This is an optimization exercise on Yosys and OpenROAD, whose aim is small area, a short achievable clock period and few clock cycles, not a production implementation. At most, simulation tests tie the RTL to the original design; equivalence was not proved. The RTL of run 1 was laid out without a check of its function. Power and IR drop assume default switching activity.

[design/flow/config.mk]
export PLATFORM = sky130hd
export DESIGN_NAME = sha_top
export DESIGN_NICKNAME = sha_top
export VERILOG_FILES = /design/flow/design.v
export SDC_FILE = /design/flow/constraint.sdc
export NUM_CORES = 4
export LEC_CHECK = 0
export CAP_MARGIN = 20
export CORE_MARGIN = 2
export CORE_UTILIZATION = 45
export CTS_CLUSTER_DIAMETER = 100
export CTS_CLUSTER_SIZE = 20
export PLACE_DENSITY = 0.6
export SLEW_MARGIN = 20
export SYNTH_HIERARCHICAL = 1
export SYNTH_MINIMUM_KEEP_SIZE = 0
[design/flow/constraint.sdc]
create_clock -name core_clock -period 13.0 [get_ports {clk}]
set_input_delay 2.6000 -clock core_clock [delete_from_list [all_inputs] [get_ports {clk}]]
set_output_delay 2.6000 -clock core_clock [all_outputs]
set_load 0.01 [all_outputs]
[design/flow/design.v]
module sha_top
(
  input                 clk,
  input                 rst,
  input  logic [32-1:0] stop_sig,
  input  logic [8-1:0]  datain,
  output logic [32-1:0] st_tra,
  output logic          FINISH_FLAG,
  output logic [255:0]  hash
);
function automatic logic [31:0] k(input logic [5:0] n);
  case (n)
    6'd0: k = 32'h428a2f98;
    6'd1: k = 32'h71374491;
    6'd2: k = 32'hb5c0fbcf;
    6'd3: k = 32'he9b5dba5;
    6'd4: k = 32'h3956c25b;
    6'd5: k = 32'h59f111f1;
    6'd6: k = 32'h923f82a4;
    6'd7: k = 32'hab1c5ed5;
    6'd8: k = 32'hd807aa98;
    6'd9: k = 32'h12835b01;
    6'd10: k = 32'h243185be;
    6'd11: k = 32'h550c7dc3;
    6'd12: k = 32'h72be5d74;
    6'd13: k = 32'h80deb1fe;
    6'd14: k = 32'h9bdc06a7;
    6'd15: k = 32'hc19bf174;
    6'd16: k = 32'he49b69c1;
    6'd17: k = 32'hefbe4786;
    6'd18: k = 32'h0fc19dc6;
    6'd19: k = 32'h240ca1cc;
    6'd20: k = 32'h2de92c6f;
    6'd21: k = 32'h4a7484aa;
    6'd22: k = 32'h5cb0a9dc;
    6'd23: k = 32'h76f988da;
    6'd24: k = 32'h983e5152;
    6'd25: k = 32'ha831c66d;
    6'd26: k = 32'hb00327c8;
    6'd27: k = 32'hbf597fc7;
    6'd28: k = 32'hc6e00bf3;
    6'd29: k = 32'hd5a79147;
    6'd30: k = 32'h06ca6351;
    6'd31: k = 32'h14292967;
    6'd32: k = 32'h27b70a85;
    6'd33: k = 32'h2e1b2138;
    6'd34: k = 32'h4d2c6dfc;
    6'd35: k = 32'h53380d13;
    6'd36: k = 32'h650a7354;
    6'd37: k = 32'h766a0abb;
    6'd38: k = 32'h81c2c92e;
    6'd39: k = 32'h92722c85;
    6'd40: k = 32'ha2bfe8a1;
    6'd41: k = 32'ha81a664b;
    6'd42: k = 32'hc24b8b70;
    6'd43: k = 32'hc76c51a3;
    6'd44: k = 32'hd192e819;
    6'd45: k = 32'hd6990624;
    6'd46: k = 32'hf40e3585;
    6'd47: k = 32'h106aa070;
    6'd48: k = 32'h19a4c116;
    6'd49: k = 32'h1e376c08;
    6'd50: k = 32'h2748774c;
    6'd51: k = 32'h34b0bcb5;
    6'd52: k = 32'h391c0cb3;
    6'd53: k = 32'h4ed8aa4a;
    6'd54: k = 32'h5b9cca4f;
    6'd55: k = 32'h682e6ff3;
    6'd56: k = 32'h748f82ee;
    6'd57: k = 32'h78a5636f;
    6'd58: k = 32'h84c87814;
    6'd59: k = 32'h8cc70208;
    6'd60: k = 32'h90befffa;
    6'd61: k = 32'ha4506ceb;
    6'd62: k = 32'hbef9a3f7;
    6'd63: k = 32'hc67178f2;
    default: k = 32'h0;
  endcase
endfunction
function automatic logic [63:0] csa(input logic [31:0] x, input logic [31:0] y, input logic [31:0] z);
  logic [31:0] s, c;
  s = x ^ y ^ z;
  c = (x & y) | (x & z) | (y & z);
  csa = {s, c[30:0], 1'b0};
endfunction
function automatic logic [31:0] ksadd(input logic [31:0] x, input logic [31:0] y);
  logic [31:0] g, p, gn, pn;
  g = x & y;
  p = x ^ y;
  for (int s = 1; s < 32; s = s * 2) begin
    gn = g; pn = p;
    for (int i = s; i < 32; i++) begin
      gn[i] = g[i] | (p[i] & g[i-s]);
      pn[i] = p[i] & p[i-s];
    end
    g = gn; p = pn;
  end
  ksadd = (x ^ y) ^ {g[30:0], 1'b0};
endfunction
logic       in_byte, in_fin;
logic [7:0] in_data;
logic       rst_q;
always_ff @(posedge clk) begin
  if (rst) begin
    in_byte <= 1'b0;
    in_fin  <= 1'b0;
  end else begin
    in_byte <= (stop_sig == 32'd0);
    in_fin  <= (stop_sig == 32'd2);
  end
  in_data <= datain;
  rst_q   <= rst;
end
logic [60:0] cnt;         
logic [23:0] wbuf;        
logic        padm;        
logic        pwdone;      
logic        nolen;       
logic        final_blk;   
logic        padding;
logic        src_valid;
logic [31:0] src_word;
logic [31:0] padword;
assign padding = padm | in_fin;
always_comb begin
  case (cnt[1:0])
    2'd0: padword = 32'h8000_0000;
    2'd1: padword = {wbuf[7:0], 24'h80_0000};
    2'd2: padword = {wbuf[15:0], 16'h8000};
    default: padword = {wbuf[23:0], 8'h80};
  endcase
end
logic [5:0]  t0;           
logic [0:15][31:0] win;    
logic        blk_busy;     
logic        fin_act;      
logic [1:0]  ph;           
logic        fin_pend;     
logic        acc_pend;     
logic        init;         
logic        acc;          
logic        v1, l1, v2, l2;
logic [5:0]  kidx;
logic [31:0] p;
logic        hsl;          
logic        w0ok;         
logic [31:0] a, b, c, d, e, f, g, h;
logic [0:3][31:0] ha, he;  
logic        fin_last;
logic        s0_adv;
logic [31:0] wnew, wsched;
assign fin_last = fin_act & (ph == 2'd3);
always_comb begin
  if (!padding) begin
    src_valid = in_byte & (cnt[1:0] == 2'd3);
    src_word  = {wbuf, in_data};
  end else begin
    src_valid = !final_blk;
    if (!pwdone)                              src_word = padword;
    else if (t0[3:0] == 4'd14 && !nolen)      src_word = cnt[60:29];
    else if (t0[3:0] == 4'd15 && !nolen)      src_word = {cnt[28:0], 3'b000};
    else                                      src_word = 32'd0;
  end
end
logic [31:0] sg0, sg1;
logic [63:0] ws1, ws2;
assign sg0 = {win[1][6:0], win[1][31:7]} ^ {win[1][17:0], win[1][31:18]} ^ {3'b000, win[1][31:3]};
assign sg1 = {win[14][16:0], win[14][31:17]} ^ {win[14][18:0], win[14][31:19]} ^ {10'b0, win[14][31:10]};
csa32 u_ws1 (.x(win[0]), .y(win[9]), .z(sg0), .s(ws1[63:32]), .c(ws1[31:0]));
csa32 u_ws2 (.x(ws1[63:32]), .y(ws1[31:0]), .z(sg1), .s(ws2[63:32]), .c(ws2[31:0]));
cpa32 u_wcpa (.x(ws2[63:32]), .y(ws2[31:0]), .s(wsched));
assign s0_adv = t0[5] | t0[4] | (src_valid & ((t0 != 6'd0) | w0ok));
assign wnew = (t0[5] | t0[4]) ? wsched : src_word;
logic        sel_sched, sel_src, sel_whold;
logic [31:0] win15_d;
assign sel_sched = t0[5] | t0[4];
assign sel_src   = s0_adv & !sel_sched;
assign sel_whold = !s0_adv;
assign win15_d = ({32{sel_sched}} & wsched) | ({32{sel_src}} & src_word) |
                 ({32{sel_whold}} & win[15]);
logic [31:0] hsel, kv;
logic [63:0] ps1;
assign hsel = hsl ? g : h;
assign kv   = k(kidx);
csa32 u_ps1 (.x(win[15]), .y(kv), .z(hsel), .s(ps1[63:32]), .c(ps1[31:0]));
logic [31:0] pnew;
cpa32 u_pcpa (.x(ps1[63:32]), .y(ps1[31:0]), .s(pnew));
logic [31:0] bs1, bs0, ch, maj, anew, enew;
logic [63:0] ac1, ac2, ac3, ec1, ec2;
assign bs1 = {e[5:0], e[31:6]} ^ {e[10:0], e[31:11]} ^ {e[24:0], e[31:25]};
assign bs0 = {a[1:0], a[31:2]} ^ {a[12:0], a[31:13]} ^ {a[21:0], a[31:22]};
assign ch  = (e & f) ^ (~e & g);
assign maj = (a & b) ^ (a & c) ^ (b & c);
csa32 u_ec1 (.x(p), .y(d), .z(ch), .s(ec1[63:32]), .c(ec1[31:0]));
csa32 u_ec2 (.x(ec1[63:32]), .y(ec1[31:0]), .z(bs1), .s(ec2[63:32]), .c(ec2[31:0]));
cpa32 u_ecpa (.x(ec2[63:32]), .y(ec2[31:0]), .s(enew));
csa32 u_ac1 (.x(p), .y(ch), .z(maj), .s(ac1[63:32]), .c(ac1[31:0]));
csa32 u_ac2 (.x(ac1[63:32]), .y(bs1), .z(bs0), .s(ac2[63:32]), .c(ac2[31:0]));
csa32 u_ac3 (.x(ac1[31:0]), .y(ac2[63:32]), .z(ac2[31:0]), .s(ac3[63:32]), .c(ac3[31:0]));
cpa32 u_acpa (.x(ac3[63:32]), .y(ac3[31:0]), .s(anew));
logic [31:0] suma, sume, iva, ive;
always_comb begin
  case (ph)
    2'd0: begin iva = 32'ha54ff53a; ive = 32'h5be0cd19; end
    2'd1: begin iva = 32'h3c6ef372; ive = 32'h1f83d9ab; end
    2'd2: begin iva = 32'hbb67ae85; ive = 32'h9b05688c; end
    default: begin iva = 32'h6a09e667; ive = 32'h510e527f; end
  endcase
end
assign suma = init ? iva : ha[0] + d;
assign sume = init ? ive : he[0] + h;
logic        sel_rnd, sel_fin, sel_hold;
logic [31:0] a_d, e_d;
assign sel_rnd  = v2;
assign sel_fin  = fin_act & !v2;
assign sel_hold = !v2 & !fin_act;
logic       blk_busy_n, fin_act_n, fin_req;
assign blk_busy_n = (t0 == 6'd63) | (blk_busy & !fin_last);
assign fin_req    = fin_pend | (v2 & l2);
assign fin_act_n  = (ph == 2'd3) ? fin_req : fin_act;
assign a_d = ({32{sel_rnd}} & anew) | ({32{sel_fin}} & suma) | ({32{sel_hold}} & a);
assign e_d = ({32{sel_rnd}} & enew) | ({32{sel_fin}} & sume) | ({32{sel_hold}} & e);
always_ff @(posedge clk) begin
  if (rst_q) begin
    cnt       <= '0;
    padm      <= 1'b0;
    pwdone    <= 1'b0;
    nolen     <= 1'b0;
    final_blk <= 1'b0;
    t0        <= 6'd0;
    blk_busy  <= 1'b1;
    fin_act   <= 1'b1;
    ph        <= 2'd0;
    fin_pend  <= 1'b0;
    acc_pend  <= 1'b0;
    init      <= 1'b1;
    acc       <= 1'b0;
    v1 <= 1'b0; l1 <= 1'b0; v2 <= 1'b0; l2 <= 1'b0;
    hsl       <= 1'b1;
    w0ok      <= 1'b0;
  end else begin
    if (in_byte) begin
      cnt  <= cnt + 61'd1;
      acc  <= 1'b0;
    end
    if (in_fin) padm <= 1'b1;
    if (s0_adv) begin
      t0 <= t0 + 6'd1;
      if (t0 == 6'd63) begin
        blk_busy <= 1'b1;
        nolen    <= 1'b0;
      end
      if (padding && !(t0[5] | t0[4])) begin
        if (!pwdone) begin
          pwdone <= 1'b1;
          if (t0[3:1] == 3'b111) nolen <= 1'b1;
        end else if (t0[3:0] == 4'd15 && !nolen) begin
          final_blk <= 1'b1;
        end
      end
    end
    v1 <= s0_adv;
    l1 <= s0_adv & (t0 == 6'd63);
    v2 <= v1;
    l2 <= l1;
    if ((acc_pend || (s0_adv && t0 == 6'd62)) && ph == 2'd0) begin
      acc      <= 1'b1;
      acc_pend <= 1'b0;
    end else if (s0_adv && t0 == 6'd62) begin
      acc_pend <= 1'b1;
    end
    ph       <= ph + 2'd1;
    fin_act  <= fin_act_n;
    fin_pend <= fin_req & (ph != 2'd3);
    if (fin_last) begin
      init     <= 1'b0;
      blk_busy <= 1'b0;
    end
    hsl  <= v1 | fin_act_n;
    w0ok <= !blk_busy_n | (fin_act_n & (ph[0] ^ ph[1]));
  end
end
always_ff @(posedge clk) begin
  if (rst) FINISH_FLAG <= 1'b0;
  else if (!rst_q && fin_last && final_blk) FINISH_FLAG <= 1'b1;
end
always_ff @(posedge clk) begin
  if (in_byte) wbuf <= {wbuf[15:0], in_data};
  if (s0_adv) win[0:14] <= win[1:15];
  win[15] <= win15_d;
  kidx <= t0;
  p <= pnew;
  ha <= {ha[1], ha[2], ha[3], fin_act ? suma : ha[0]};
  he <= {he[1], he[2], he[3], fin_act ? sume : he[0]};
  a <= a_d;
  e <= e_d;
  if (v2 | fin_act) begin
    b <= a; c <= b; d <= c;
    f <= e; g <= f; h <= g;
  end
end
assign st_tra = {30'd0, acc, acc};
assign hash = {ha[3], ha[2], ha[1], ha[0], he[3], he[2], he[1], he[0]};
endmodule
module cpa32 (input logic [31:0] x, input logic [31:0] y, output logic [31:0] s);
  logic [31:0] g [0:5];
  logic [31:0] p [0:5];
  always_comb begin
    g[0] = x & y;
    p[0] = x ^ y;
    for (int l = 0; l < 5; l++) begin
      for (int i = 0; i < 32; i++) begin
        if ((i >> l) & 1) begin
          g[l+1][i] = g[l][i] | (p[l][i] & g[l][((i >> l) << l) - 1]);
          p[l+1][i] = p[l][i] & p[l][((i >> l) << l) - 1];
        end else begin
          g[l+1][i] = g[l][i];
          p[l+1][i] = p[l][i];
        end
      end
    end
    s = (x ^ y) ^ {g[5][30:0], 1'b0};
  end
endmodule
module csa32 (input logic [31:0] x, input logic [31:0] y, input logic [31:0] z,
              output logic [31:0] s, output logic [31:0] c);
  logic [31:0] cc;
  xor3w u_s (.x(x), .y(y), .z(z), .o(s));
  maj3w u_c (.x(x), .y(y), .z(z), .o(cc));
  assign c = {cc[30:0], 1'b0};
endmodule
module xor3w (input logic [31:0] x, input logic [31:0] y, input logic [31:0] z, output logic [31:0] o);
  assign o = x ^ y ^ z;
endmodule
module maj3w (input logic [31:0] x, input logic [31:0] y, input logic [31:0] z, output logic [31:0] o);
  assign o = (x & y) | (x & z) | (y & z);
endmodule
[design/flow/flow/run.sh]
#!/bin/bash
# Standard ORFS layout, with timing repair aimed at a setup slack margin of 9 ns
# (the clock period and constraints are unchanged) and plain buf_2 cells as the
# port buffers.
set -euo pipefail
bash standard.sh SETUP_SLACK_MARGIN=9 "BUFFER_PORTS_ARGS=-buffer_cell sky130_fd_sc_hd__buf_2" finish > standard_flow.log 2>&1
[design/flow/standard.sh]
#!/bin/bash
# synth_recipe.tcl (not shown) runs the flow's synth.tcl, then flattens the netlist and writes it again
# the make line also repeats each setting of config.mk as NAME=value (left out here)
make -C /OpenROAD-flow-scripts/flow DESIGN_CONFIG=/design/flow/config.mk WORK_HOME=/design/flow/orfs CLKGATE_MAP_FILE= SYNTH_SCRIPT=/design/flow/synth_recipe.tcl "${@:-finish}"
==> reports/qor.yml, run 1 <==
hold_path:
  hp-class: "reg -> reg"
timing:
  period_share_pct: 31.6
  fin_skew_ns: 0.0469
  slew_headroom_pct: 27.2
  report.final.hold_viol_count: 0
  tightestPinTransition_ns: 1.09
  max_freq_mhz: 243
  timing.final.crit_period_ns: 4.11
  setup_tns_ns: 0
  fin_ws_ns: 8.89
  rsz0062_at_grt: "yes"
  setup_violations: 0
  hold_ws_ns: 0.338
  drv_slew: 0
run_status:
  status: "complete, no violations"
worst_setup_path:
  cp_top_family: "compound AO/OA/AOI/OAI gates"
  cp_cell_sequence: "mux2_2, xor3_1, xor3_1, xor3_1, ha_1, a21oi_2, o21ai_4, a211oi_4, a21oi_2, a221o_2, mux2i_1, inv_1, a221oi_2"
  worstReg2RegStart: "e[23]"
  slowest_stage: "dfxtp_4"
  crit_required_ns: 13.66
  cp.arrival_ns: 4.77
  startpoint: "e[23]"
  path_class: "reg -> reg"
  rr_worst_depth: 13
  critPathMaxStageDelay_ns: 0.45
  crit_cells: 13
  timing.rr.end: "a[31]"
  crit_path_end: "a[31]"
  r2r_setup_slack_ns: 8.89
  path_max_fanout: 6
  cp-start-kind: "flip-flop"
  worst_path_most_repeated_cell: "xor3_1"
  cp-end-kind: "flip-flop"
  critPathBufInv: 1
clocking:
  cts_tree: "done"
  cts_buffers: 75
  holdBufCountCts: 0
  path_clk_slew_ns: 0.09
  insertion_delay_ns: 0.74
  clockBufferDepth: 3
  root_buffer: "clkbuf_16"
  clock_sinks: 1209
  htreeDepth: 3
detailed_routing:
  vias: 39664
  drt_iter0_drc: 3567
  drt_wl_total_mm: 179
  antenna_left: 0
  route.detailed.drc: 0
  drtPass1Iterations: 7
  routed_via_density: 5.65
  wl_per_cell_um: 25.6
layout:
  drive_gt1_share_pct: 22.2
  layout_commonest_cell: "edfxtp_1"
  multi_input_area_um2: 29700
  area_growth_pct: 12.3
  seqCellArea_um2: 31300
  final_cell_mix: "696 x edfxtp_1, 430 x dfxtp_1, 350 x nor2_1"
  nets: 5445
  nFillCells: 11859
  final_util_pct: 50.8
die:
  dieArea_um2: 139000
  die_w_um: 373
  fp.coreArea_um2: 135000
  num_rows: 135
  initial_core_util_pct: 45.3
  io_pins: 331
  fp.dieH_um: 373
placed_design:
  pre_cts_ws_ns: 7.89
  place.gp.congestion: 0.957
  port_buffers: 300
  place_hpwl_mm: 135
global_routing:
  first_global_vias: 38111
  grt_overflow: 0
  grt_pass1_wl_mm: 260
  grt_max_degree: 90
  antenna_found_initial: 1
  gr-usage-all-layers_pct: 25.2
power:
  finalPower_mw: 21.7
  p_clk_share_pct: 11.5
  swShare_pct: 41.4
  power.density_nw_per_um2: 317
  combPwrFrac_pct: 64.9
  p_sw_mw: 9.00
  power.internal_mw: 12.7
  irDropWorstVdd_v: 0.000306
  p_seq_share_pct: 23.6
  p_leak_nw: 26.5
logic_synthesis:
  synthCells: 4887
  ys_warn_count: 10
  syn_area_per_cell_um2: 12.5
  synth_area_um2: 61200
flow_run:
  cap_violations: 0
## through the flow
| stage | instances | area (um^2) |
|---|---|---|
| after global routing | 7013 | 68700 |
| after global placement | 6774 | 64300 |
| after CTS | 6953 | 67500 |
| final | 7014 | 68700 |
| after detailed placement | 6775 | 64300 |
| after floorplan | 4916 | 61400 |
## state kept, by name, summed over array words and instances, names as in the netlist, 2 cells and up
register and cells:
wbuf 24, a 32, cnt 61, e 32, p 32, c 32
h 32, in_data 8, kv 32, g 32, ha 128, ph 2
t0 6, d 32, b 32, he 128, f 32, win 512
## timing repair
action	4_1_cts	5_1_grt
gates cloned	2	0
pin swaps	53	99
endpoints found under the setup margin	547	274
resized for setup	167	152
buffers inserted	37	60
## routing by layer
layer	share of wire [%]	track usage, %
met1	42	32.7
met2	48	42.8
met3	4.9	2.87
met4	4.7	10.8
met5	0	0
## how the worst min path moves through the flow
stage	to	depth (start not counted)	slack, ns	from
2_1_floorplan	ha[100]	0	0.38	ha[68]
3_3_place_gp	ha[89]	0	0.33	ha[57]
3_5_place_dp	he[71]	0	0.33	he[39]
4_1_cts	he[117]	0	0.34	he[85]
5_1_grt	he[117]	0	0.34	he[85]
6_report	ha[114]	0	0.34	ha[82]
## worst register-to-register path, stage by stage, from the launching register on
cell	delay [ns]
dfxtp_4	0.45
mux2_2	0.43
xor3_1	0.44
xor3_1	0.40
xor3_1	0.38
ha_1	0.34
a21oi_2	0.20
o21ai_4	0.11
a211oi_4	0.32
a21oi_2	0.12
a221o_2	0.41
mux2i_1	0.15
inv_1	0.07
a221oi_2	0.22
## cell type report
| type | instances | share of cell area (%) |
|---|---|---|
| timing repair inverter | 1 | 0.00729 |
| sequential | 1209 | 45.6 |
| timing repair buffer | 440 | 3.92 |
| tap | 1781 | 3.24 |
| antenna | 1 | 0.00364 |
| inverter | 104 | 0.586 |
| clock buffer | 121 | 3.03 |
| multi-input combinational | 3339 | 43.2 |
| clock inverter | 18 | 0.359 |
## power groups by stage
| stage | Sequential [mW] | Combinational [mW] | Clock (mW) |
|---|---|---|---|
| CTS | 5.11 | 13.5 | 2.58 |
| global placement | 5.17 | 12.4 | 0 |
| finish | 5.13 | 14.1 | 2.50 |
| floorplan | 4.93 | 9.98 | 0 |
| detailed placement | 5.18 | 12.4 | 0 |
| global route | 5.17 | 15.3 | 2.71 |
==> inputs of run 2 (changes only) <==
--- a/design/flow/design.v
+++ b/design/flow/design.v
@@ -166,8 +166,8 @@
 logic [63:0] ws1, ws2;
 assign sg0 = {win[1][6:0], win[1][31:7]} ^ {win[1][17:0], win[1][31:18]} ^ {3'b000, win[1][31:3]};
 assign sg1 = {win[14][16:0], win[14][31:17]} ^ {win[14][18:0], win[14][31:19]} ^ {10'b0, win[14][31:10]};
-csa32 u_ws1 (.x(win[0]), .y(win[9]), .z(sg0), .s(ws1[63:32]), .c(ws1[31:0]));
-csa32 u_ws2 (.x(ws1[63:32]), .y(ws1[31:0]), .z(sg1), .s(ws2[63:32]), .c(ws2[31:0]));
+assign ws1 = csa(win[0], win[9], sg0);
+assign ws2 = csa(ws1[63:32], ws1[31:0], sg1);
 cpa32 u_wcpa (.x(ws2[63:32]), .y(ws2[31:0]), .s(wsched));
 assign s0_adv = t0[5] | t0[4] | (src_valid & ((t0 != 6'd0) | w0ok));
 assign wnew = (t0[5] | t0[4]) ? wsched : src_word;
@@ -182,17 +182,15 @@
 logic [63:0] ps1;
 assign hsel = hsl ? g : h;
 assign kv   = k(kidx);
-csa32 u_ps1 (.x(win[15]), .y(kv), .z(hsel), .s(ps1[63:32]), .c(ps1[31:0]));
-logic [31:0] pnew;
-cpa32 u_pcpa (.x(ps1[63:32]), .y(ps1[31:0]), .s(pnew));
+assign ps1  = csa(win[15], kv, hsel);
 logic [31:0] bs1, bs0, ch, maj, anew, enew;
 logic [63:0] ac1, ac2, ac3, ec1, ec2;
 assign bs1 = {e[5:0], e[31:6]} ^ {e[10:0], e[31:11]} ^ {e[24:0], e[31:25]};
 assign bs0 = {a[1:0], a[31:2]} ^ {a[12:0], a[31:13]} ^ {a[21:0], a[31:22]};
 assign ch  = (e & f) ^ (~e & g);
 assign maj = (a & b) ^ (a & c) ^ (b & c);
-csa32 u_ec1 (.x(p), .y(d), .z(ch), .s(ec1[63:32]), .c(ec1[31:0]));
-csa32 u_ec2 (.x(ec1[63:32]), .y(ec1[31:0]), .z(bs1), .s(ec2[63:32]), .c(ec2[31:0]));
+assign ec1 = csa(p, d, ch);
+assign ec2 = csa(ec1[63:32], ec1[31:0], bs1);
 cpa32 u_ecpa (.x(ec2[63:32]), .y(ec2[31:0]), .s(enew));
 csa32 u_ac1 (.x(p), .y(ch), .z(maj), .s(ac1[63:32]), .c(ac1[31:0]));
 csa32 u_ac2 (.x(ac1[63:32]), .y(bs1), .z(bs0), .s(ac2[63:32]), .c(ac2[31:0]));
@@ -207,8 +205,11 @@
     default: begin iva = 32'h6a09e667; ive = 32'h510e527f; end
   endcase
 end
-assign suma = init ? iva : ha[0] + d;
-assign sume = init ? ive : he[0] + h;
+logic [31:0] hda, hde;
+add32bk u_hada (.x(ha[0]), .y(d), .s(hda));
+add32bk u_hade (.x(he[0]), .y(h), .s(hde));
+assign suma = init ? iva : hda;
+assign sume = init ? ive : hde;
 logic        sel_rnd, sel_fin, sel_hold;
 logic [31:0] a_d, e_d;
 assign sel_rnd  = v2;
@@ -289,7 +290,7 @@
   if (s0_adv) win[0:14] <= win[1:15];
   win[15] <= win15_d;
   kidx <= t0;
-  p <= pnew;
+  p <= ksadd(ps1[63:32], ps1[31:0]);
   ha <= {ha[1], ha[2], ha[3], fin_act ? suma : ha[0]};
   he <= {he[1], he[2], he[3], fin_act ? sume : he[0]};
   a <= a_d;
@@ -335,3 +336,21 @@
 module maj3w (input logic [31:0] x, input logic [31:0] y, input logic [31:0] z, output logic [31:0] o);
   assign o = (x & y) | (x & z) | (y & z);
 endmodule
+module add32bk (input logic [31:0] x, input logic [31:0] y, output logic [31:0] s);
+  logic [31:0] g, p, c;
+  always_comb begin
+    g = x & y;
+    p = x ^ y;
+    for (int d = 1; d < 32; d = d * 2)
+      for (int i = 2 * d - 1; i < 32; i += 2 * d) begin
+        g[i] = g[i] | (p[i] & g[i - d]);
+        p[i] = p[i] & p[i - d];
+      end
+    for (int d = 8; d >= 1; d = d / 2)
+      for (int i = 3 * d - 1; i < 32; i += 2 * d) begin
+        g[i] = g[i] | (p[i] & g[i - d]);
+        p[i] = p[i] & p[i - d];
+      end
+    s = (x ^ y) ^ {g[30:0], 1'b0};
+  end
+endmodule
==> reports/qor.yml, run 2 <==
hold_path:
  holdCritStartpoint: "ha[90]"
  holdPathStages: 0
  hp-class: "reg -> reg"
  hold_end: "ha[122]"
power:
  power.density_nw_per_um2: 302
  power.internal_mw: 11.8
  p_sw_mw: 8.43
  p_clk_share_pct: 11.9
  p_seq_share_pct: 24.7
  swShare_pct: 41.7
  irDropWorstVdd_v: 0.000463
  p_leak_nw: 25.8
  combPwrFrac_pct: 63.5
detailed_routing:
  routed_via_density: 5.56
  top_layer: "met4"
  wl_per_cell_um: 24.6
  wl_met1_mm: 73.4
  antenna_left: 0
  drtPass1Iterations: 10
  route.detailed.drc: 0
  dr_wl_met3_mm: 12.4
  route.met2.wl_mm: 78.6
  drt_iter0_drc: 4127
  drt_wl_total_mm: 169
  vias: 38293
worst_setup_path:
  cp-end-kind: "flip-flop"
  timing.rr.end: "win[16]"
  rr_worst_depth: 17
  path_class: "reg -> reg"
  cp.arrival_ns: 4.70
  worstReg2RegStart: "win[469]"
  r2r_setup_slack_ns: 8.87
  cp-start-kind: "flip-flop"
  crit_required_ns: 13.57
  path_max_fanout: 4
layout:
  drive_gt1_share_pct: 20.5
  final_util_pct: 51.6
  final_cell_mix: "696 x edfxtp_1, 429 x dfxtp_1, 302 x xnor2_1"
  largestRegisters: "win (512), ha (128), he (128)"
  layout_commonest_cell: "edfxtp_1"
  nets: 5545
  largest_register: "win"
  largest_reg_flops: 512
  area_growth_pct: 13.3
clocking:
  root_buffer: "clkbuf_16"
  clockBufferDepth: 3
  holdBufCountCts: 0
  cts_buffers: 73
  htreeDepth: 3
  path_clk_slew_ns: 0.09
  clock_sinks: 1209
  cts_tree: "done"
  insertion_delay_ns: 0.71
flow_run:
  cap_violations: 0
die:
  dieArea_um2: 134000
  die_w_um: 366
  fp.dieH_um: 366
  initial_core_util_pct: 45.5
  num_rows: 132
  io_pins: 331
  fp.coreArea_um2: 130000
logic_synthesis:
  ys_warn_count: 11
  synthCells: 4771
  syn_area_per_cell_um2: 12.4
  synth_area_um2: 59100
timing:
  rsz0062_at_grt: "yes"
  slew_headroom_pct: 19.1
  timing.final.crit_period_ns: 4.13
  report.final.hold_viol_count: 0
  tightestPinTransition_ns: 1.21
  fin_skew_ns: 0.0323
  setup_violations: 0
  max_freq_mhz: 242
  period_share_pct: 31.7
  setup_tns_ns: 0
  drv_slew: 0
global_routing:
  antenna_found_initial: 8
  grt_pass1_wl_mm: 245
  gr-usage-all-layers_pct: 24.7
  grt_overflow: 0
  grt_max_degree: 95
  first_global_vias: 36524
placed_design:
  place_hpwl_mm: 126
  place.gp.congestion: 0.926
  port_buffers: 300
run_status:
  status: "complete, no violations"
[run 2: stage by stage]
stage | worst slack, ns | power, mW | cell area (um^2) | cells | hold slack [ns]
4_1_cts | 8.92 | 19.0 | 65500 | 6810 | 0.343
3_5_place_dp | 8.23 | 15.9 | 62100 | 6629 | 0.332
6_report | 8.87 | 20.2 | 66900 | 6884 | 0.337
2_1_floorplan | 3.95 | 13.6 | 59300 | 4802 | 0.382
5_1_grt | 8.76 | 21.6 | 66900 | 6883 | 0.352
3_3_place_gp | 8.31 | 15.9 | 62100 | 6629 | 0.330
[run 2: critical path, cell delays in order (launching register included)]
cell      delay, ns
edfxtp_1       0.52
xnor2_2        0.21
xnor2_2        0.29
fa_2           0.54
fa_2           0.59
ha_4           0.17
o211ai_1       0.11
buf_4          0.15
o211ai_4       0.30
buf_4          0.17
buf_6          0.09
nand2_4        0.05
nand2_4        0.06
inv_2          0.04
fa_2           0.55
inv_1          0.04
nand2_1        0.04
o21ai_1        0.07
[run 2: final cells by class]
cell class / count / area (um^2)
Clock buffer: 110 / 2000
Timing Repair Buffer: 471 / 3000
Clock inverter: 13 / 158
Tap cell: 1742 / 2180
Fill cell: 11423 / 62900
Sequential cell: 1209 / 31400
Antenna cell: 1 / 2.50
Multi-Input combinational cell: 3036 / 27100
Inverter: 302 / 1140
[run 2: metal layers]
metal	up-vias	GRT usage [%]
li1	17475	-
met1	19286	34.2
met2	1315	39.2
met3	217	5.26
met4	0	6.89
met5	-	0
[run 2: what timing repair did]
item,4_1_cts,5_1_grt
setup buffers,56,72
pin swaps,62,115
resized for setup,184,183
gates cloned,2,0
setup endpoints to repair,364,251
[run 2: worst max path at each step]
stage	slack, ns	cells after the start	startpoint	to
CTS	8.92	14	win[468]	win[31]
global placement	8.31	8	in_byte	win[365]
finish	8.87	17	win[469]	win[16]
detailed placement	8.23	9	cnt[0]	win[379]
floorplan	3.95	9	t0[0]	win[100]
global route	8.76	17	win[469]	win[16]
[run 2: power by group through the flow]
stage	logic [mW]	clock network [mW]	registers, mW
4_1_cts	11.6	2.46	4.99
3_3_place_gp	10.8	0	5.07
5_1_grt	13.9	2.59	5.03
6_report	12.8	2.40	4.98
2_1_floorplan	8.75	0	4.83
3_5_place_dp	10.9	0	5.08
Testbench counts of run 2, summed over its fixed seeds: cycles 64,800.
==> inputs of run 3 (changes only) <==
--- a/design/flow/config.mk
+++ b/design/flow/config.mk
@@ -7,10 +7,10 @@
 export LEC_CHECK = 0
 export CAP_MARGIN = 20
 export CORE_MARGIN = 2
-export CORE_UTILIZATION = 45
+export CORE_UTILIZATION = 50
 export CTS_CLUSTER_DIAMETER = 100
 export CTS_CLUSTER_SIZE = 20
-export PLACE_DENSITY = 0.6
+export PLACE_DENSITY = 0.65
 export SLEW_MARGIN = 20
 export SYNTH_HIERARCHICAL = 1
 export SYNTH_MINIMUM_KEEP_SIZE = 0
==> reports/qor.yml, run 3 <==
placed_design:
  port_buffers: 300
  place_area_um2: 61900
  place_hpwl_mm: 123
  place.gp.congestion: 0.941
layout:
  largest_register: "win"
  drive_gt1_share_pct: 18.9
  nets: 5508
  largest_reg_flops: 512
  final_cell_mix: "696 x edfxtp_1, 441 x dfxtp_1, 318 x xnor2_1"
  layout_commonest_cell: "edfxtp_1"
  nFillCells: 9801
  area_growth_pct: 11.8
  largestRegisters: "win (512), ha (128), he (128)"
  design_area_um2: 66000
  seqCellArea_um2: 31300
  multi_input_area_um2: 26800
timing:
  setup_violations: 0
  setup_tns_ns: 0
  tightestPinTransition_ns: 1.11
  fin_skew_ns: 0.0429
  rsz0062_at_grt: "yes"
  drv_slew: 0
  period_share_pct: 30.6
  slew_headroom_pct: 25.2
  timing.final.crit_period_ns: 3.98
  max_freq_mhz: 251
  report.final.hold_viol_count: 0
global_routing:
  grt_util_met3_pct: 3.96
  gr-usage-all-layers_pct: 26.8
  antenna_found_initial: 5
  use_met2_pct: 43.0
  grt_overflow: 0
  first_global_vias: 37048
  grt_pass1_wl_mm: 241
  grt_use_met1_pct: 37.7
  grt_max_degree: 89
  busiest_layer: "met2"
run_status:
  status: "complete, no violations"
worst_setup_path:
  critPathMaxStageDelay_ns: 0.54
  rr_worst_depth: 15
  cp-end-kind: "flip-flop"
  crit_path_end: "win[31]"
  worstReg2RegStart: "win[456]"
  timing.rr.end: "win[31]"
  startpoint: "win[456]"
  r2r_setup_slack_ns: 9.02
  path_max_fanout: 4
  cp.arrival_ns: 4.60
  slowest_stage: "edfxtp_1"
  crit_required_ns: 13.62
  cp-start-kind: "flip-flop"
  cp_cell_sequence: "xnor2_2, xnor2_2, fa_1, fa_1, fa_2, a211oi_2, o211ai_2, buf_6, a211oi_4, buf_6, a211oi_4, a21oi_2, mux2i_1, nand2_1, nand3_1"
  path_class: "reg -> reg"
detailed_routing:
  antenna_left: 0
  drt_wl_total_mm: 164
  routed_via_density: 5.73
  vias: 38121
  route.detailed.drc: 0
  drt_iter0_drc: 3973
  drtPass1Iterations: 8
  wl_per_cell_um: 24.7
logic_synthesis:
  syn_area_per_cell_um2: 12.4
  ys_warn_count: 11
  synthCells: 4771
  synth_area_um2: 59100
clocking:
  holdBufCountCts: 0
  clockBufferDepth: 3
  root_buffer: "clkbuf_16"
  htreeDepth: 3
  clock_sinks: 1209
  insertion_delay_ns: 0.69
  path_clk_slew_ns: 0.09
  cts_tree: "done"
  cts_buffers: 70
power:
  p_leak_nw: 25.5
  finalPower_mw: 20.0
  power.density_nw_per_um2: 303
  irDropWorstVdd_v: 0.000449
die:
  fp.dieH_um: 348
  num_rows: 126
  die_w_um: 348
  initial_core_util_pct: 50.2
  io_pins: 331
  dieArea_um2: 121000
  fp.coreArea_um2: 118000
hold_path:
  hp-class: "reg -> reg"
flow_run:
  cap_violations: 0
-- run 3: critical path, delay by kind of cell, from the launching register on --
family / cells / cell delay, ns
fa+ha+maj: 3 / 1.30
compound gates: 5 / 0.86
flops: 1 / 0.54
xor+xnor: 2 / 0.47
buf+inv: 2 / 0.30
mux: 1 / 0.27
simple gates: 2 / 0.17
-- run 3: worst min-delay path by stage --
stage / startpoint / end / slack [ns] / cells past startpoint
2_1_floorplan: ha[68] / ha[100] / 0.38 / 0
3_3_place_gp: ha[68] / ha[100] / 0.33 / 0
3_5_place_dp: he[65] / he[97] / 0.33 / 0
4_1_cts: he[67] / he[99] / 0.34 / 0
5_1_grt: he[78] / he[110] / 0.35 / 0
6_report: he[32] / he[64] / 0.34 / 0
-- run 3: report_power, final --
group	switching (mW)	total [mW]	internal (mW)	leakage [nW]
registers	0.517	4.98	4.46	10.7
logic	6.53	12.7	6.13	13.7
clock network	1.26	2.36	1.09	1.03
total	8.31	20.0	11.7	25.5
-- run 3: metal layers --
| metal | vias to the layer above | part of all wire, % |
|---|---|---|
| met2 | 1400 | 46 |
| li1 | 17410 | - |
| met1 | 19059 | 44 |
| met4 | 2 | 3.5 |
| met5 | - | 0.0079 |
| met3 | 250 | 6.6 |
-- run 3: through the flow --
step | instances | util, % | worst slack (ns) | hold slack, ns
after floorplan | 4802 | - | 3.95 | 0.382
after global placement | 6422 | 52.6 | 8.29 | 0.327
after detailed placement | 6422 | 52.6 | 8.22 | 0.330
after CTS | 6592 | 55.2 | 8.98 | 0.338
after global routing | 6648 | 56.1 | 8.92 | 0.346
final | 6649 | 56.1 | 9.02 | 0.338
-- run 3: layout make-up --
type | instances | area share, %
inverters | 302 | 1.73
flip-flops and latches | 1209 | 47.5
diodes | 1 | 0.00379
repair buffers | 437 | 4.10
well taps | 1536 | 2.91
clock buffers | 122 | 3.08
clock inverters | 6 | 0.159
multi-input cells | 3036 | 40.5
-- run 3: what timing repair did --
action,in CTS,in global routing
pin swaps,45,96
gates resized for setup,139,150
cloned,1,1
endpoints found under the setup margin,324,306
buffers inserted,41,54
==> inputs of run 4 (changes only) <==
==> design/flow/flow/run.sh (replaced) <==
#!/bin/bash
# Standard ORFS layout, with timing repair aimed at a setup slack margin of 8.8 ns
# (the clock period and constraints are unchanged) and plain buf_2 cells as the
# port buffers.
set -euo pipefail
bash standard.sh SETUP_SLACK_MARGIN=8.8 "BUFFER_PORTS_ARGS=-buffer_cell sky130_fd_sc_hd__buf_2" finish > standard_flow.log 2>&1
--- a/design/flow/config.mk
+++ b/design/flow/config.mk
@@ -7,10 +7,10 @@
 export LEC_CHECK = 0
 export CAP_MARGIN = 20
 export CORE_MARGIN = 2
-export CORE_UTILIZATION = 50
+export CORE_UTILIZATION = 45
 export CTS_CLUSTER_DIAMETER = 100
 export CTS_CLUSTER_SIZE = 20
-export PLACE_DENSITY = 0.65
+export PLACE_DENSITY = 0.6
 export SLEW_MARGIN = 20
 export SYNTH_HIERARCHICAL = 1
 export SYNTH_MINIMUM_KEEP_SIZE = 0
==> reports/qor.yml, run 4 <==
worst_setup_path:
  worstReg2RegStart: "e[1]"
  rr_worst_depth: 14
  cp-start-kind: "flip-flop"
  cp-end-kind: "flip-flop"
  path_max_fanout: 6
  cp.arrival_ns: 4.79
  crit_required_ns: 13.64
  timing.rr.end: "e[31]"
  path_class: "reg -> reg"
  r2r_setup_slack_ns: 8.85
power:
  combPwrFrac_pct: 61.4
  irDropWorstVdd_v: 0.000436
  p_seq_share_pct: 26.1
  swShare_pct: 41.7
  finalPower_mw: 19.1
  p_leak_nw: 25.2
  power.density_nw_per_um2: 292
  power.internal_mw: 11.1
  p_clk_share_pct: 12.5
  p_sw_mw: 7.99
placed_design:
  pre_cts_ws_ns: 8.23
  place_hpwl_mm: 126
  place.gp.congestion: 0.926
  port_buffers: 300
layout:
  final_cell_mix: "696 x edfxtp_1, 460 x dfxtp_1, 323 x xnor2_1"
  area_growth_pct: 10.8
  drive_gt1_share_pct: 17.0
  nFillCells: 11548
  nets: 5465
  layout_commonest_cell: "edfxtp_1"
  final_util_pct: 50.4
  largest_reg_flops: 512
  largest_register: "win"
  largestRegisters: "win (512), ha (128), he (128)"
hold_path:
  holdPathStages: 0
  hold_end: "he[114]"
  hp-class: "reg -> reg"
  holdCritStartpoint: "he[82]"
logic_synthesis:
  ys_warn_count: 11
  syn_area_per_cell_um2: 12.4
  synth_area_um2: 59100
  synthCells: 4771
die:
  die_w_um: 366
  num_rows: 132
  dieArea_um2: 134000
  io_pins: 331
  fp.dieH_um: 366
  fp.coreArea_um2: 130000
  initial_core_util_pct: 45.5
detailed_routing:
  antenna_left: 0
  vias: 37713
  drt_wl_total_mm: 167
  wl_per_cell_um: 24.6
  route.detailed.drc: 0
  drt_iter0_drc: 3999
  drtPass1Iterations: 9
  routed_via_density: 5.54
clocking:
  clock_sinks: 1209
  holdBufCountCts: 0
  path_clk_slew_ns: 0.09
  htreeDepth: 3
  root_buffer: "clkbuf_16"
  insertion_delay_ns: 0.71
  cts_buffers: 73
  clockBufferDepth: 3
  cts_tree: "done"
timing:
  fin_ws_ns: 8.85
  rsz0062_at_grt: "yes"
  slew_headroom_pct: 18.4
  setup_tns_ns: 0
  max_freq_mhz: 241
  fin_skew_ns: 0.0339
  timing.final.crit_period_ns: 4.15
  period_share_pct: 31.9
  tightestPinTransition_ns: 1.22
  report.final.hold_viol_count: 0
  setup_violations: 0
  drv_slew: 0
run_status:
  status: "complete, no violations"
flow_run:
  cap_violations: 0
global_routing:
  grt_pass1_wl_mm: 243
  antenna_found_initial: 7
  grt_overflow: 0
  gr-usage-all-layers_pct: 24.5
  grt_max_degree: 95
  first_global_vias: 36159
run 4: changes by cell type in the layout (fill, tap and decap cells not counted), sizes merged:
cell | previous run | this run
buf | 435 | 390
bufinv | 1 | 0
clkbuf | 123 | 110
clkinv | 4 | 6
inv | 302 | 308
run 4: final cells by class:
class                           instances  area (um^2)  share of cell area, %
Tap cell                             1742         2180                   3.33
Clock buffer                          110         2000                   3.06
Multi-Input combinational cell       3036        26400                   40.3
Clock inverter                         13          158                  0.241
Sequential cell                      1209        31300                   47.8
Inverter                              302         1140                   1.75
Antenna cell                            1         2.50                0.00382
Timing Repair Buffer                  391         2280                   3.48
run 4: metrics by stage:
step | hold slack (ns) | instance area, um^2 | std cells
floorplan | 0.382 | 59300 | 4802
global placement | 0.330 | 62100 | 6629
detailed placement | 0.332 | 62100 | 6629
CTS | 0.345 | 64500 | 6760
global route | 0.354 | 65400 | 6803
finish | 0.344 | 65500 | 6804
run 4: how the worst max path moves through the flow:
stage	start	endpoint	slack [ns]
final	e[1]	e[31]	8.85
after global routing	win[456]	win[23]	8.74
after CTS	e[17]	a[23]	8.80
after detailed placement	cnt[0]	win[379]	8.23
after global placement	in_byte	win[365]	8.31
after floorplan	t0[0]	win[100]	3.95
run 4: what timing repair did:
item                       4_1_cts  5_1_grt
buffers inserted                 7       42
gates cloned                     1        0
resized for setup               52      127
setup endpoints to repair      318      235
pin swaps                        7       44
run 4: critical path, cell delays in order, from the launching register on:
cell and delay [ns]:
dfxtp_4 0.44, mux2_2 0.41, fa_1 0.49, inv_1 0.05, fa_1 0.50, inv_1 0.06, fa_2 0.40, a211oi_4 0.30
o211ai_4 0.18, a211oi_4 0.41, a211oi_4 0.15, a21oi_2 0.22, mux2i_1 0.25, nand2_1 0.10, o21ai_0 0.10
run 4: power groups by stage:
stage	Combinational [mW]	Sequential [mW]	Clock [mW]
after floorplan	8.75	4.83	0
after global placement	10.8	5.07	0
after detailed placement	10.9	5.08	0
after CTS	11.1	5.00	2.46
after global routing	12.8	5.04	2.60
final	11.7	4.99	2.40
run 4: routing by layer:
layer,up-vias,GRT usage [%],share of wire [%]
met2,1312,38.8,46
met1,18882,34.0,43
met4,0,6.76,2.8
met3,205,5.32,7.6
met5,-,0,0
li1,17314,-,-
==> inputs of run 5 (changes only) <==
--- a/design/flow/config.mk
+++ b/design/flow/config.mk
@@ -9,7 +9,7 @@
 export CORE_MARGIN = 2
 export CORE_UTILIZATION = 45
 export CTS_CLUSTER_DIAMETER = 100
-export CTS_CLUSTER_SIZE = 20
+export CTS_CLUSTER_SIZE = 25
 export PLACE_DENSITY = 0.6
 export SLEW_MARGIN = 20
 export SYNTH_HIERARCHICAL = 1
==> reports/qor.yml, run 5 <==
power:
  p_sw_mw: 7.88
  p_seq_share_pct: 26.6
  swShare_pct: 42.0
  power.density_nw_per_um2: 289
  p_clk_share_pct: 11.3
  power.internal_mw: 10.9
  irDropWorstVdd_v: 0.000447
  p_leak_nw: 25.0
  combPwrFrac_pct: 62.1
placed_design:
  port_buffers: 300
  place.gp.congestion: 0.926
  pre_cts_ws_ns: 8.23
  place_hpwl_mm: 126
timing:
  setup_violations: 0
  rsz0062_at_grt: "yes"
  fin_ws_ns: 8.86
  report.final.hold_viol_count: 0
  setup_tns_ns: 0
  fin_skew_ns: 0.0483
  timing.final.crit_period_ns: 4.14
  drv_slew: 0
  tightestPinTransition_ns: 1.24
  max_freq_mhz: 242
  slew_headroom_pct: 17.7
  period_share_pct: 31.8
layout:
  final_cell_mix: "696 x edfxtp_1, 462 x dfxtp_1, 325 x xnor2_1"
  nFillCells: 11572
  nets: 5446
  drive_gt1_share_pct: 16.5
  area_growth_pct: 10.0
  largestRegisters: "win (512), ha (128), he (128)"
  largest_reg_flops: 512
  largest_register: "win"
  layout_commonest_cell: "edfxtp_1"
die:
  fp.coreArea_um2: 130000
  die_w_um: 366
  io_pins: 331
  fp.dieH_um: 366
  initial_core_util_pct: 45.5
  num_rows: 132
  dieArea_um2: 134000
detailed_routing:
  route.detailed.drc: 0
  drt_wl_total_mm: 167
  wl_per_cell_um: 24.6
  antenna_left: 0
  vias: 37503
  routed_via_density: 5.53
  drt_iter0_drc: 3955
  drtPass1Iterations: 9
clocking:
  cts_tree: "done"
  clockBufferDepth: 3
  insertion_delay_ns: 0.73
  cts_buffers: 57
  path_clk_slew_ns: 0.10
  htreeDepth: 2
  root_buffer: "clkbuf_16"
  clock_sinks: 1209
hold_path:
  holdCritStartpoint: "he[86]"
  hp-class: "reg -> reg"
  hold_end: "he[118]"
  holdPathStages: 0
worst_setup_path:
  slowest_stage: "edfxtp_1"
  cp_cell_sequence: "xnor2_1, xnor2_1, fa_1, fa_1, ha_1, o21ai_2, a2111oi_4, buf_4, a211oi_4, a211oi_4, a21oi_2, mux2i_1, nand2_1, nand3_1"
  cp.arrival_ns: 4.80
  path_class: "reg -> reg"
  critPathMaxStageDelay_ns: 0.56
  cp-end-kind: "flip-flop"
  crit_required_ns: 13.66
  cp-start-kind: "flip-flop"
  path_max_fanout: 4
  r2r_setup_slack_ns: 8.86
  worstReg2RegStart: "win[473]"
  rr_worst_depth: 14
  timing.rr.end: "win[31]"
global_routing:
  first_global_vias: 35868
  gr-usage-all-layers_pct: 24.2
  grt_pass1_wl_mm: 241
  antenna_found_initial: 6
  grt_overflow: 0
  grt_max_degree: 95
logic_synthesis:
  ys_warn_count: 11
  synthCells: 4771
  synth_area_um2: 59100
  syn_area_per_cell_um2: 12.4
flow_run:
  cap_violations: 0
run_status:
  status: "complete, no violations"
==> run 5: power groups by stage <==
stage	registers, mW	clock network, mW	logic [mW]
6_report	4.99	2.13	11.7
5_1_grt	5.04	2.31	12.8
4_1_cts	5.00	2.19	11.1
3_5_place_dp	5.08	0	10.9
3_3_place_gp	5.07	0	10.8
2_1_floorplan	4.83	0	8.75
==> run 5: worst max path at each step <==
| stage | from | to | slack, ns |
|---|---|---|---|
| floorplan | t0[0] | win[100] | 3.95 |
| global placement | in_byte | win[365] | 8.31 |
| detailed placement | cnt[0] | win[379] | 8.23 |
| CTS | e[14] | a[17] | 8.80 |
| global route | win[467] | win[23] | 8.73 |
| finish | win[473] | win[31] | 8.86 |
==> run 5: layer usage <==
metal	wire [um]	global-route usage (%)
met2	77000	38.4
met3	12600	4.92
met1	72500	33.9
met5	0	0
met4	4570	6.66
==> run 5: timing repair <==
item,4_1_cts,5_1_grt
hold buffers,0,0
pin swaps,6,52
setup buffers,7,39
endpoints found under the hold margin,0,0
cloned,1,0
setup endpoints to repair,317,269
resized for setup,50,124
==> run 5: cell type report <==
| cell class | count | area, um^2 | area share, % |
|---|---|---|---|
| diodes | 3 | 7.51 | 0.0116 |
| clock buffers | 94 | 1600 | 2.46 |
| clock inverters | 12 | 169 | 0.260 |
| inverters | 302 | 1140 | 1.76 |
| multi-input cells | 3036 | 26300 | 40.5 |
| flip-flops and latches | 1209 | 31300 | 48.1 |
| well taps | 1742 | 2180 | 3.35 |
| repair buffers | 388 | 2280 | 3.51 |
==> run 5: per-stage QoR <==
step	utilization [%]	instance area (um^2)	hold slack (ns)	power, mW	instances
floorplan	-	59300	0.382	13.6	4802
global placement	47.9	62100	0.330	15.9	6629
detailed placement	47.9	62100	0.332	15.9	6629
CTS	49.4	64100	0.329	18.3	6743
global route	50.1	65000	0.340	20.1	6783
finish	50.1	65000	0.323	18.8	6786
==> run 5: critical path, delay by kind of cell, from the launching register on <==
kind / cells / cell delay, ns
DFF: 1 / 0.56
xor gates and xnor gates: 2 / 0.49
adders and majority gates: 3 / 1.37
buffers and inverters: 1 / 0.20
muxes: 1 / 0.21
and+or+nand+nor: 2 / 0.18
AOI/OAI and AO/OA: 5 / 1.05
==> inputs of run 6 (changes only) <==
--- a/design/flow/config.mk
+++ b/design/flow/config.mk
@@ -7,10 +7,10 @@
 export LEC_CHECK = 0
 export CAP_MARGIN = 20
 export CORE_MARGIN = 2
-export CORE_UTILIZATION = 45
+export CORE_UTILIZATION = 55
 export CTS_CLUSTER_DIAMETER = 100
-export CTS_CLUSTER_SIZE = 25
-export PLACE_DENSITY = 0.6
+export CTS_CLUSTER_SIZE = 20
+export PLACE_DENSITY = 0.7
 export SLEW_MARGIN = 20
 export SYNTH_HIERARCHICAL = 1
 export SYNTH_MINIMUM_KEEP_SIZE = 0
==> reports/qor.yml, run 6 <==
run_status:
  status: "complete, no violations"
power:
  p_leak_nw: 25.0
  irDropWorstVdd_v: 0.000498
  power.density_nw_per_um2: 294
clocking:
  root_buffer: "clkbuf_16"
  insertion_delay_ns: 0.69
  cts_buffers: 71
  htreeDepth: 3
  cts_tree: "done"
  clockBufferDepth: 3
  clock_sinks: 1209
  holdBufCountCts: 0
  path_clk_slew_ns: 0.08
layout:
  largestRegisters: "win (512), ha (128), he (128)"
  largest_register: "win"
  final_util_pct: 60.5
  seqCellArea_um2: 31300
  nFillCells: 8488
  multi_input_area_um2: 26200
  final_cell_mix: "696 x edfxtp_1, 475 x dfxtp_1, 327 x xnor2_1"
  nets: 5438
  area_growth_pct: 9.36
  drive_gt1_share_pct: 15.8
  fin_cells: 6439
  layout_commonest_cell: "edfxtp_1"
  largest_reg_flops: 512
worst_setup_path:
  crit_required_ns: 13.61
  worstReg2RegStart: "win[456]"
  cp-start-kind: "flip-flop"
  cp_cell_sequence: "xnor2_2, xnor2_2, fa_1, fa_1, fa_2, a211oi_4, o211ai_4, a211oi_4, a211oi_4, a21oi_2, mux2i_2, nand2_1, nand3_1"
  slowest_stage: "edfxtp_1"
  cp.arrival_ns: 4.76
  worst_path_most_repeated_cell: "a211oi_4"
  critPathMaxStageDelay_ns: 0.53
  path_class: "reg -> reg"
  rr_worst_depth: 13
  cp-end-kind: "flip-flop"
  critPathBufInv: 0
  r2r_setup_slack_ns: 8.85
  path_max_fanout: 4
  cp_top_family: "adder cells"
  timing.rr.end: "win[31]"
die:
  io_pins: 331
  fp.dieH_um: 332
  initial_core_util_pct: 55.3
  dieArea_um2: 110000
  fp.coreArea_um2: 107000
  die_w_um: 332
  num_rows: 120
placed_design:
  place.gp.congestion: 0.953
  numPlacedInstances: 6283
  port_buffers: 300
  place_hpwl_mm: 121
detailed_routing:
  routed_via_density: 5.92
  drt_wl_total_mm: 161
  route.detailed.drc: 0
  drtPass1Iterations: 9
  drt_iter0_drc: 4411
  wl_per_cell_um: 25.0
  vias: 38140
  antenna_left: 0
timing:
  setup_violations: 0
  fin_skew_ns: 0.0558
  timing.final.crit_period_ns: 4.15
  slew_headroom_pct: 20.6
  setup_tns_ns: 0
  drv_slew: 0
  max_freq_mhz: 241
  rsz0062_at_grt: "yes"
  period_share_pct: 31.9
  report.final.hold_viol_count: 0
  tightestPinTransition_ns: 1.18
hold_path:
  holdPathStages: 0
  hold_end: "he[98]"
  hp-class: "reg -> reg"
  holdCritStartpoint: "he[66]"
logic_synthesis:
  synthCells: 4771
  syn_area_per_cell_um2: 12.4
  ys_warn_count: 11
  synth_area_um2: 59100
flow_run:
  cap_violations: 0
global_routing:
  grt_overflow: 0
  gr-usage-all-layers_pct: 28.9
  grt_pass1_wl_mm: 237
  antenna_found_initial: 4
  grt_max_degree: 211
  first_global_vias: 36278
-- run 6: worst max path at each step --
| stage | startpoint | endpoint | cells after the start |
|---|---|---|---|
| 2_1_floorplan | t0[0] | win[100] | 9 |
| 3_3_place_gp | t0[4] | win[460] | 6 |
| 3_5_place_dp | t0[4] | win[441] | 6 |
| 4_1_cts | e[14] | a[17] | 15 |
| 5_1_grt | win[456] | win[31] | 13 |
| 6_report | win[456] | win[31] | 13 |
-- run 6: area by class of cell --
class                           count  area share [%]
Timing Repair Buffer              365            3.21
Multi-Input combinational cell   3037            40.6
Clock inverter                      8           0.205
Tap cell                         1403            2.72
Antenna cell                        1         0.00387
Clock buffer                      114            3.08
Inverter                          302            1.77
Sequential cell                  1209            48.4
-- run 6: per-layer routing --
| metal | track usage (%) | share of wire (%) | up-vias |
|---|---|---|---|
| met2 | 44.8 | 45 | 1607 |
| met4 | 7.50 | 2.7 | 4 |
| li1 | - | - | 17248 |
| met5 | 0 | 0.017 | - |
| met1 | 42.5 | 44 | 19056 |
| met3 | 4.76 | 8.5 | 225 |
-- run 6: per-stage QoR --
stage / power (mW) / setup WS, ns / cell area [um^2] / hold WS (ns)
after floorplan: 13.6 / 3.95 / 59300 / 0.382
after global placement: 15.7 / 8.17 / 61700 / 0.327
after detailed placement: 15.8 / 8.11 / 61700 / 0.331
after CTS: 18.4 / 8.80 / 64000 / 0.342
after global routing: 20.3 / 8.70 / 64600 / 0.352
final: 19.0 / 8.85 / 64600 / 0.344
-- run 6: where the power goes --
part           internal (mW)  switching [mW]
clock                   1.08            1.27
sequential              4.45           0.527
combinational           5.59            6.07
-- run 6: what timing repair did --
action | 4_1_cts | 5_1_grt
pin swaps | 5 | 36
resized for setup | 38 | 91
cloned | 0 | 1
endpoints found under the setup margin | 132 | 143
buffers inserted | 6 | 24
-- run 6: worst register-to-register path, delay by kind of cell, from the launching register on --
family	cells	cell delay [ns]
adders and majority gates	3	1.37
xor gates and xnor gates	2	0.52
muxes	1	0.31
and+or+nand+nor	2	0.18
DFF	1	0.53
AOI/OAI and AO/OA	5	1.15
==> inputs of run 7 (changes only) <==
--- a/design/flow/config.mk
+++ b/design/flow/config.mk
@@ -7,10 +7,10 @@
 export LEC_CHECK = 0
 export CAP_MARGIN = 20
 export CORE_MARGIN = 2
-export CORE_UTILIZATION = 55
+export CORE_UTILIZATION = 50
 export CTS_CLUSTER_DIAMETER = 100
 export CTS_CLUSTER_SIZE = 20
-export PLACE_DENSITY = 0.7
+export PLACE_DENSITY = 0.65
 export SLEW_MARGIN = 20
 export SYNTH_HIERARCHICAL = 1
 export SYNTH_MINIMUM_KEEP_SIZE = 0
==> reports/qor.yml, run 7 <==
clocking:
  clockBufferDepth: 3
  cts_tree: "done"
  root_buffer: "clkbuf_16"
  holdBufCountCts: 0
  insertion_delay_ns: 0.69
  htreeDepth: 3
  clock_sinks: 1209
  cts_buffers: 70
  path_clk_slew_ns: 0.08
layout:
  final_util_pct: 55.0
  largestRegisters: "win (512), ha (128), he (128)"
  nets: 5437
  drive_gt1_share_pct: 15.5
  layout_commonest_cell: "edfxtp_1"
  fin_cells: 6580
  design_area_um2: 64700
  largest_register: "win"
  nFillCells: 9962
  largest_reg_flops: 512
  area_growth_pct: 9.51
  final_cell_mix: "696 x edfxtp_1, 472 x dfxtp_1, 332 x xnor2_1"
worst_setup_path:
  cp_cell_sequence: "buf_2"
  r2r_setup_slack_ns: 8.89
  crit_required_ns: 10.40
  path_class: "reg -> out"
  cp_top_family: "flip-flops"
  path_max_fanout: 3
  critPathBufInv: 1
  critPathMaxStageDelay_ns: 0.63
  rr_worst_depth: 15
  cp-start-kind: "flip-flop"
  cp-end-kind: "primary output"
  slowest_stage: "dfxtp_1"
  crit_cells: 1
  cp.arrival_ns: 1.53
hold_path:
  hp-class: "reg -> reg"
  holdPathStages: 0
die:
  dieArea_um2: 121000
  fp.coreArea_um2: 118000
  fp.dieH_um: 348
  num_rows: 126
  io_pins: 331
  die_w_um: 348
  initial_core_util_pct: 50.2
global_routing:
  gr-usage-all-layers_pct: 26.7
  grt_pass1_wl_mm: 240
  grt_overflow: 0
  antenna_found_initial: 6
  first_global_vias: 36743
  grt_max_degree: 89
timing:
  setup_tns_ns: 0
  fin_ws_ns: 8.87
  rsz0062_at_grt: "yes"
  max_freq_mhz: 242
  setup_violations: 0
  hold_ws_ns: 0.340
  drv_slew: 0
  report.final.hold_viol_count: 0
  slew_headroom_pct: 24.1
  period_share_pct: 31.7
  tightestPinTransition_ns: 1.13
  timing.final.crit_period_ns: 4.13
  fin_skew_ns: 0.0434
detailed_routing:
  wl_per_cell_um: 24.7
  antenna_left: 0
  drtPass1Iterations: 8
  routed_via_density: 5.73
  vias: 37736
  drt_wl_total_mm: 163
  route.detailed.drc: 0
  drt_iter0_drc: 3949
placed_design:
  place.gp.congestion: 0.941
  port_buffers: 300
  numPlacedInstances: 6422
  place_hpwl_mm: 123
  place_area_um2: 61900
  pre_cts_ws_ns: 8.22
logic_synthesis:
  synth_area_um2: 59100
  synthCells: 4771
  ys_warn_count: 11
  syn_area_per_cell_um2: 12.4
power:
  finalPower_mw: 19.0
  power.density_nw_per_um2: 294
  p_leak_nw: 25.0
  irDropWorstVdd_v: 0.000408
flow_run:
  cap_violations: 0
run_status:
  status: "complete, no violations"
run 7: final cells by class:
cell class                 count  area [um^2]  share of cell area [%]
sequential                  1209        31300                    48.3
tap                         1536         1920                    2.97
clock buffer                 122         2030                    3.14
inverter                     302         1140                    1.77
antenna                        3         7.51                  0.0116
timing repair buffer         366         2090                    3.22
multi-input combinational   3036        26100                    40.4
clock inverter                 6          105                   0.162
run 7: timing repair:
item                       4_1_cts  5_1_grt
cloned                           1        0
pin swaps                        2       18
resized for setup               31       81
setup endpoints to repair      279      251
setup buffers                    4       21
run 7: worst paths after layout:
check,startpoint,endpoint
worst max-delay path,he[115],hash[19]
worst min-delay path,he[32],he[64]
worst min register to register,he[32],he[64]
worst max register to register,g[8],a[26]
run 7: power breakdown:
| part | switching (mW) | internal [mW] | leakage, nW |
|---|---|---|---|
| registers | 0.535 | 4.46 | 10.7 |
| clock network | 1.26 | 1.09 | 1.03 |
| logic | 6.09 | 5.60 | 13.2 |
run 7: worst register-to-register path, delay by kind of cell, from the launching register on:
family,cells,cell delay [ns]
mux,1,0.35
fa+ha+maj,1,0.30
compound gates,5,0.97
flops,1,0.49
simple gates,3,0.23
xor+xnor,3,1.28
buf+inv,2,0.37
run 7: metal layers:
metal,track usage [%],part of all wire [%],up-vias
li1,-,-,17265
met1,37.6,43,18866
met2,42.7,46,1362
met3,4.01,6.8,239
met4,8.31,3.5,4
met5,0,0.017,-

==> what the ideal ports hide <==
The results above use ideal ports. As a check the final layouts listed here were re-extracted and re-timed, cells and wires unchanged.
Step 1 (the two cells are an assumption about what drives the block):
set clk [get_ports {clk}]
set_driving_cell -lib_cell sky130_fd_sc_hd__clkbuf_16 $clk
set_driving_cell -lib_cell sky130_fd_sc_hd__buf_2 [delete_from_list [all_inputs] $clk]
Step 2 also shifts input and output timing later by t, the mid clock arrival at the registers, as if the neighbouring blocks saw the same clock.
Three values: ideal ports, drivers, drivers and shift; two values: the first two.
run | shift t [ns] | setup WS [ns] | hold slack, ns | clock arrival spread, ns | worst register clock-pin slew, ns
run 1 | 0.793 | 8.892 / 8.892 / 8.892 | 0.338 / 0.338 / 0.338 | 0.053 / 0.053 | 0.10 / 0.10
run 2 | 0.768 | 8.874 / 8.874 / 8.874 | 0.337 / 0.337 / 0.337 | 0.034 / 0.033 | 0.10 / 0.10
run 3 | 0.744 | 9.017 / 8.965 / 9.017 | 0.338 / 0.338 / 0.338 | 0.045 / 0.045 | 0.10 / 0.10
run 4 | 0.776 | 8.851 / 8.790 / 8.851 | 0.344 / 0.344 / 0.344 | 0.036 / 0.035 | 0.10 / 0.10
run 5 | 0.780 | 8.864 / 8.803 / 8.864 | 0.323 / 0.323 / 0.323 | 0.051 / 0.051 | 0.12 / 0.12
run 6 | 0.735 | 8.852 / 8.835 / 8.852 | 0.344 / 0.344 / 0.344 | 0.056 / 0.056 | 0.10 / 0.10
run 7 | 0.743 | 8.873 / 8.797 / 8.890 | 0.340 / 0.340 / 0.340 | 0.044 / 0.044 | 0.10 / 0.10
After both steps setup and hold are still met in every run listed.
